From an optimization exercise on the open Yosys and OpenROAD flow, aimed at small area and a short achievable clock period; shortcuts taken in it are not production practice. Function was checked by simulation only, so behaviour that the tests miss may differ from the original. No activity file was given, so power comes from the tool's default toggle rates.

## the previous run
Design MULTI_32bit, start of the top module:
module MULTI_32bit(clk, rst, A, B, F);
  input clk, rst;
  input [31:0] A;
  input [31:0] B;
  output reg [31:0] F;
  reg r1_s;
  reg [7:0] r1_e;
  reg r1_c0_0;
  reg r1_c0_1;
  reg r1_c1_0;
  reg r1_c2_0;
  reg r1_c2_1;
  reg r1_c2_2;
  reg r1_c3_0;
  reg r1_c3_1;
  reg r1_c4_0;
  reg r1_c4_1;
  reg r1_c4_2;
  reg r1_c4_3;
  reg r1_c5_0;
  reg r1_c5_1;
  reg r1_c5_2;
  reg r1_c6_0;
  reg r1_c6_1;
  reg r1_c6_2;
  reg r1_c6_3;
  reg r1_c6_4;
  reg r1_c7_0;
  reg r1_c7_1;
  reg r1_c7_2;
  reg r1_c7_3;
  reg r1_c8_0;
  reg r1_c8_1;
  reg r1_c8_2;
  reg r1_c8_3;
  reg r1_c8_4;
  reg r1_c8_5;
  reg r1_c9_0;
  reg r1_c9_1;
  reg r1_c9_2;
  reg r1_c9_3;
  reg r1_c9_4;
  reg r1_c10_0;
  reg r1_c10_1;
  reg r1_c10_2;
  reg r1_c10_3;
  reg r1_c10_4;
  reg r1_c10_5;
  reg r1_c10_6;
  reg r1_c11_0;
  reg r1_c11_1;
  reg r1_c11_2;
  reg r1_c11_3;
  reg r1_c11_4;
  reg r1_c11_5;
  reg r1_c12_0;
  reg r1_c12_1;
  reg r1_c12_2;
  reg r1_c12_3;
  reg r1_c12_4;
  reg r1_c12_5;
  reg r1_c12_6;
  reg r1_c12_7;
  reg r1_c13_0;
  reg r1_c13_1;
  reg r1_c13_2;
  reg r1_c13_3;
  reg r1_c13_4;
  reg r1_c13_5;
  reg r1_c13_6;
  reg r1_c14_0;
  reg r1_c14_1;
  reg r1_c14_2;
  reg r1_c14_3;
  reg r1_c14_4;
  reg r1_c14_5;
  reg r1_c14_6;
  reg r1_c14_7;
  reg r1_c14_8;
  reg r1_c15_0;
  reg r1_c15_1;
  reg r1_c15_2;
  reg r1_c15_3;
  reg r1_c15_4;
  reg r1_c15_5;
  reg r1_c15_6;
  reg r1_c15_7;
  reg r1_c16_0;
  reg r1_c16_1;
  reg r1_c16_2;
  reg r1_c16_3;
  reg r1_c16_4;
  reg r1_c16_5;
  reg r1_c16_6;
  reg r1_c16_7;
  reg r1_c16_8;
  reg r1_c17_0;
  reg r1_c17_1;
  reg r1_c17_2;
  reg r1_c17_3;
  reg r1_c17_4;
  reg r1_c17_5;
  reg r1_c17_6;
  reg r1_c17_7;
  reg r1_c17_8;
  reg r1_c18_0;
  reg r1_c18_1;
  reg r1_c18_2;
  reg r1_c18_3;
  reg r1_c18_4;
  reg r1_c18_5;
  reg r1_c18_6;
  reg r1_c18_7;
  reg r1_c18_8;
  reg r1_c19_0;
  reg r1_c19_1;
  reg r1_c19_2;
  reg r1_c19_3;
  reg r1_c19_4;
  reg r1_c19_5;
  reg r1_c19_6;
  reg r1_c19_7;
  reg r1_c19_8;
  reg r1_c20_0;
  reg r1_c20_1;
  reg r1_c20_2;
  reg r1_c20_3;
  reg r1_c20_4;
  reg r1_c20_5;
  reg r1_c20_6;
  reg r1_c20_7;
  reg r1_c20_8;
  reg r1_c21_0;
  reg r1_c21_1;
  reg r1_c21_2;
  reg r1_c21_3;
  reg r1_c21_4;
  ...
Size in the first run: roughly 2300 cells after synthesis, ~460 flip-flops, about 98 I/O pins.
export LEC_CHECK = 0
export ABC_CLOCK_PERIOD_IN_PS = 2500
export CAP_MARGIN = 20
export CORE_MARGIN = 2
export CORE_UTILIZATION = 40
export SETUP_SLACK_MARGIN = 4.5
export SLEW_MARGIN = 20
create_clock -name core_clock -period 7.0 [get_ports {clk}]
run.sh (not shown) runs the stock make flow with config.mk's settings and CLKGATE_MAP_FILE= SYNTH_SCRIPT=/design/flow/synth_recipe.tcl, a recipe that flattens the netlist after the stock synthesis.
The inputs of the current run differ from those of the previous run as listed below.
==> flow/flow/run.sh (new file) <==
#!/bin/bash
# The standard layout, but with port buffers of a plain buffer cell
# (buffer_ports otherwise picks a delay cell, clkdlybuf4s50_1).
set -euo pipefail
export BUFFER_PORTS_ARGS="-buffer_cell sky130_fd_sc_hd__buf_4"
bash standard.sh > make_finish.log 2>&1
==> flow/standard.sh (new file) <==
#!/bin/bash
# synth_recipe.tcl (not shown) runs the flow's synth.tcl, then flattens the netlist and writes it again
# the make line also repeats each setting of config.mk as NAME=value (left out here)
make -C /OpenROAD-flow-scripts/flow DESIGN_CONFIG=/design/flow/config.mk WORK_HOME=/design/flow/orfs CLKGATE_MAP_FILE= SYNTH_SCRIPT=/design/flow/synth_recipe.tcl "${@:-finish}"
removed: flow/run.sh
--- outcome ---
No stage failed in the current run, and the final checks on the layout all came back clean.
Cmp the previous run and the current run / global-route wire length before repair / lower: the current run
Looking at met3 capacity usage during global routing across the previous run and the current run, the one that comes out higher is the previous run.
Total power was lower in the current run than in the previous run.
NOTE inverter count the previous run->the current run decreased slightly
The current run vs the previous run — total number of nets in the final design dropped 93.
Changes observed in the current run relative to the previous run: peak per-stage delay on the critical path now smaller, wire length reported by the detailed router now smaller, final worst setup slack now smaller, sequential share of layout area now larger.

static timing again, ports no longer ideal:
The flow's constraints put no driver on any port. The routed layouts listed below were extracted and timed again, unchanged, in two steps.
Step 1: set_driving_cell puts a clkbuf_16 on clk and a buf_2 on each other input, an assumption about the parent block.
Step 2 adds t to the input delays and takes it off the output delays; t is the mean of the earliest and latest rising clock arrival at the registers after step 1. Input paths then give back, and output paths get back, about the clock's delay inside the block.
Slacks: ideal / step 1 / step 2; pairs: ideal / step 1.
run | t, ns | setup WS [ns] | worst register clock-pin slew, ns
the previous run | 0.654 | 4.141 / 4.141 / 3.888 | 0.06 / 0.06
the current run | 0.641 | 4.121 / 4.121 / 3.796 | 0.07 / 0.07
After both steps every run listed still meets setup and hold. For the current run, which loses most, drivers alone change the setup slack by 0.000 ns; drivers and shift together by -0.325 ns.
